Context: an optimization exercise on an open-source flow, tuned for small area, a short achievable clock period and few clock cycles. The choices shown serve that exercise and are no tape-out recipe.
In this exercise RTL edits were held to simulation tests only and were not proved equivalent to the original.
Power figures rest on the tool's default switching activity, not on a simulated workload.

## flow/design.v (module list and top-level ports; edited modules follow where they fit)
// module CONV: 1304 lines
module CONV(
	input				clk,
	input				reset,
	output	reg			busy,
	input				ready,
	output	reg	[11:0]	iaddr,
	input		[19:0]	idata,
	output	reg  		cwr,
	output	reg [11:0]	caddr_wr,
	output	reg [19:0]	cdata_wr,
	output	reg 		crd,
	output		[11:0]	caddr_rd,
	input		[19:0] 	cdata_rd,
	output		[2:0] 	csel
	);
  // ...
==> flow/run.sh <==
#!/bin/bash
# synth_recipe.tcl (not shown) runs the flow's synth.tcl, then flattens the netlist and writes it again
# the make line also repeats each setting of config.mk as NAME=value (left out here)
make -C /OpenROAD-flow-scripts/flow DESIGN_CONFIG=/design/flow/config.mk WORK_HOME=/design/flow/orfs CLKGATE_MAP_FILE= SYNTH_SCRIPT=/design/flow/synth_recipe.tcl finish
==> flow/config.mk <==
export PLATFORM = sky130hd
export DESIGN_NAME = CONV
export DESIGN_NICKNAME = CONV
export VERILOG_FILES = /design/flow/design.v
export SDC_FILE = /design/flow/constraint.sdc
export NUM_CORES = 4
export LEC_CHECK = 0
export ABC_CLOCK_PERIOD_IN_PS = 3000
export CAP_MARGIN = 20
export CORE_MARGIN = 2
export CORE_UTILIZATION = 40
export SETUP_SLACK_MARGIN = 5
export SLEW_MARGIN = 20
==> flow/constraint.sdc <==
create_clock -name core_clock -period 10.0 [get_ports {clk}]
set_input_delay 2.0000 -clock core_clock [delete_from_list [all_inputs] [get_ports {clk}]]
set_output_delay 2.0000 -clock core_clock [all_outputs]
set_load 0.01 [all_outputs]
==> results_dict.tcl, run 1 <==
set metrics [dict create \
    ctsHoldBuffers 0 \
    period_share 0.4834 \
    whs_path_depth 0 \
    synth-xor-area-share 0.01943 \
    fin_nets 3578 \
    worstRegToRegCells 11 \
    drive_gt1_frac 0.09629 \
    critPathTopFamily "adder cells" \
    ioPinCount 105 \
    synth_warnings 1 \
    wl_met3_um 10140 \
    path_class "reg2reg" \
    synthSimpleGateAreaFrac 0.09960 \
    synth_compound_area_frac 0.1126 \
    pg_seq_mw 1.83 \
    bufAreaShareNonClock 0.03769 \
    synthCells 3015 \
    vdd_drop_max_uv 116.0 \
    synth_top_family_by_area "adder cells" \
    worst_ep_required_time_ns 10.48 \
    synth_edf_count 52 \
    hpwl_um 69770 \
    cp_cell_sequence "buf_4 -> clkinv_1 -> buf_4 -> nand2_1 -> nand2_1 -> fa_1 -> fa_1 -> fa_1 -> inv_1 -> fa_1 -> mux2_2" \
    seqCellArea_mm2 0.009069 \
    slew_headroom 0.2353 \
    seqPwrFrac 0.422 \
    status "complete, no violations" \
    layout_min_cycle_time_ns 4.834 \
    pg_clk_mw 2.01 \
    clock_latency_ns 0.62 \
    grtUsageMet3 0.06657 \
    clock_path_buffers 3 \
    max_stage_delay_ns 0.60 \
]
Testbench counts, summed over its fixed seeds: cycles 146,796.
==> run 2, diff against run 1 <==
==> flow/flow/run.sh (new file) <==
#!/bin/bash
export SETUP_SLACK_MARGIN=7
cp standard.sh standard_copy.sh.log 2>/dev/null
bash standard.sh > standard.log 2>&1
==> flow/standard.sh (new file) <==
#!/bin/bash
# synth_recipe.tcl (not shown) runs the flow's synth.tcl, then flattens the netlist and writes it again
# the make line also repeats each setting of config.mk as NAME=value (left out here)
make -C /OpenROAD-flow-scripts/flow DESIGN_CONFIG=/design/flow/config.mk WORK_HOME=/design/flow/orfs CLKGATE_MAP_FILE= SYNTH_SCRIPT=/design/flow/synth_recipe.tcl "${@:-finish}"
--- a/flow/config.mk
+++ b/flow/config.mk
@@ -9,5 +9,4 @@
 export CAP_MARGIN = 20
 export CORE_MARGIN = 2
 export CORE_UTILIZATION = 40
-export SETUP_SLACK_MARGIN = 5
 export SLEW_MARGIN = 20
removed: flow/run.sh
==> results_dict.tcl, run 2 <==
set metrics [dict create \
    antenna_found_initial 5 \
    max_freq_ghz 0.2613 \
    vdd_drop_max_uv 113.0 \
    yosys-top-cells-count "inv_1, fa_1, dfxtp_1" \
    synthCells 3015 \
    synth_seq_cells 420 \
    place.gp.congestion 0.9973 \
    fin_setup_tns_ns 0 \
    slew_headroom 0.3568 \
    powerDensity_mw_per_mm2 112.7 \
    area_growth_pct 31.12 \
    hpwl_um 75100 \
    drtIter0Drc 2467 \
    first_pass_iters 11 \
    grt_pass1_wl_um 171200 \
    die-area_mm2 0.07656 \
    synth_edf_count 52 \
    synth_area_mm2 0.02975 \
    grtUsageTotal 0.2996 \
    die_h_um 276.7 \
    layout_min_cycle_time_ns 3.827 \
    synthFlopType "dfxtp_1" \
    grt_start_max_net_pins 52 \
    final_common_cell "inv_1" \
    dp_cells 3935 \
    grt-ovfl-total 0 \
    drt_wl_total_um 115300 \
    rsz0062_at_grt "yes" \
    clock_path_buffers 3 \
    rows 99 \
    cp-start-kind "flip-flop" \
    hold_class "reg2reg" \
    cts-root-buf "clkbuf_16" \
    drive_gt1_frac 0.3293 \
    synth.largest_area_cell "fa_1" \
    cts_tree "yes" \
    core-area_mm2 0.07333 \
    start_util 0.4056 \
    ioPinCount 105 \
    cp.arrival_ns 1.83 \
    first_global_vias 25874 \
    clk_pin_slew_ns 0.06 \
    cts_buffers 51 \
    syn_area_per_cell_um2 9.866 \
    drv_slew 0 \
    tightest_slew_ns 0.9648 \
    via_per_inst 5.741 \
    die_x_um 276.7 \
    critPathMaxFanout 3 \
    cts.sinks 420 \
    wl_per_cell_um 26.69 \
    cap_violations 0 \
    h-tree-depth 2 \
    ant_nets 0 \
    yosysTopAreaCellShare 0.2329 \
    period_share 0.3827 \
    ys_async_sr_fraction 0.06190 \
    status "complete, no violations" \
    hold_viol 0 \
    fin_skew_ns 0.04011 \
    drcViolationCount 0 \
    p_leak_nw 16.45 \
    ys_types 73 \
    synth_seq_area_share 0.3046 \
    fin_nets 3862 \
    fillers 6373 \
    synth_warnings 1 \
    setup_viol 0 \
    critPathCaptureType "output pin" \
    clock_latency_ns 0.64 \
    yosysMostFrequentCell "inv_1" \
    synth_area_leaders "fa_1, dfxtp_1, ha_1, inv_1, mux2_2" \
    layout_common_cells "inv_1, dfxtp_1, nand2_1" \
    path_class "reg2out" \
    vias 24799 \
    stdcell_count 4320 \
    io_buffers 102 \
    synthesis.nets 3561 \
    worst_ep_required_time_ns 8.00 \
]
run 2: cell counts after synthesis:
Identical to the previous run, type by type.
run 2: path summary, 6_finish.rpt:
check	startpoint	endpoint	slack [ns]	cells after the start
max in group asynchronous	reset	busy	7.80	2
worst max register to register	p[16]	A2c[17]	6.30	9
worst max-delay path	caddr_wr[7]	caddr_rd[11]	6.17	4
worst min-delay path	row0q	row0_1	0.32	0
min in group asynchronous	reset	busy	1.76	2
worst min register to register	row0q	row0_1	0.32	0
run 2: cells by family after synthesis:
logic type / share of synthesized area
mux: 0.07937
other cells: 0.0002525
fa+ha+maj: 0.2989
flops: 0.3046
simple gates: 0.09960
xor+xnor: 0.01943
compound gates: 0.1126
buf+inv: 0.08526
run 2: repair_timing:
action	in CTS	in global routing
gates resized for setup	773	192
hold buffers	0	0
buffers inserted	188	66
cloned	33	0
pin swaps	156	118
endpoints found under the setup margin	287	247
run 2: layer usage:
| layer | wire [µm] | vias to the layer above | track usage |
|---|---|---|---|
| met2 | 48360 | 1502 | 0.4454 |
| met5 | 32 | - | 0 |
| met1 | 43960 | 12253 | 0.3798 |
| li1 | - | 10561 | - |
| met3 | 15090 | 479 | 0.1129 |
| met4 | 7848 | 4 | 0.1540 |
run 2: worst max-delay path, stage by stage (launching register included):
cell	delay, ns
edfxtp_1	0.43
nor3_2	0.23
nor3b_2	0.21
xor2_1	0.16
buf_2	0.15
run 2: power breakdown:
part / switching, mW / internal [mW]
logic: 0.288 / 0.296
registers: 0.0414 / 1.78
clock network: 0.813 / 1.18
run 2: area by class of cell:
| cell class | count | area [µm²] | area share |
|---|---|---|---|
| clock inverter | 27 | 361.6 | 0.009271 |
| tap | 959 | 1200 | 0.03076 |
| timing repair buffer | 411 | 4633 | 0.1188 |
| sequential | 420 | 9165 | 0.2350 |
| inverter | 495 | 2019 | 0.05178 |
| antenna | 2 | 5.005 | 0.0001283 |
| multi-input combinational | 1935 | 20190 | 0.5176 |
| clock buffer | 69 | 1414 | 0.03625 |
| timing repair inverter | 2 | 17.52 | 0.0004491 |
run 2: metrics by stage:
step	power (mW)	hold WS, ns	utilization	instance area, µm²	worst slack, ns
6_report	4.395	0.3231	0.5319	39000	6.173
2_1_floorplan	2.216	0.3096	-	30590	5.819
5_1_grt	4.563	0.3164	0.5319	39000	6.073
4_1_cts	4.398	0.3186	0.5158	37820	6.184
3_3_place_gp	2.360	0.3130	0.4360	31970	5.164
3_5_place_dp	2.380	0.3164	0.4360	31970	5.123

==> afterwards: timing with drivers on the ports <==
How much do the figures lean on ideal ports? The routed layouts below were timed once more, with nothing changed but the port constraints.
Step 1: set_driving_cell puts a clkbuf_16 on clk and a buf_2 on each other input, an assumption about the parent block.
Step 2 times the ports against the registers' clock, not the clock port: input delays grow and output delays shrink by t, the midpoint of the rising clock arrivals with the driver on.
a / b / c = no drivers / after step 1 / after step 2; a / b = the first two.
run | t, ns | slack for setup (ns) | worst setup path after step 2
run 1 | 0.662 | 5.166 / 5.166 / 4.673 | input to register
run 2 | 0.697 | 6.173 / 6.097 / 5.736 | input to register
After both steps every run listed still meets setup and hold. The setup slack of run 1, which loses most, moves by 0.000 ns with the drivers and by -0.493 ns with both steps.
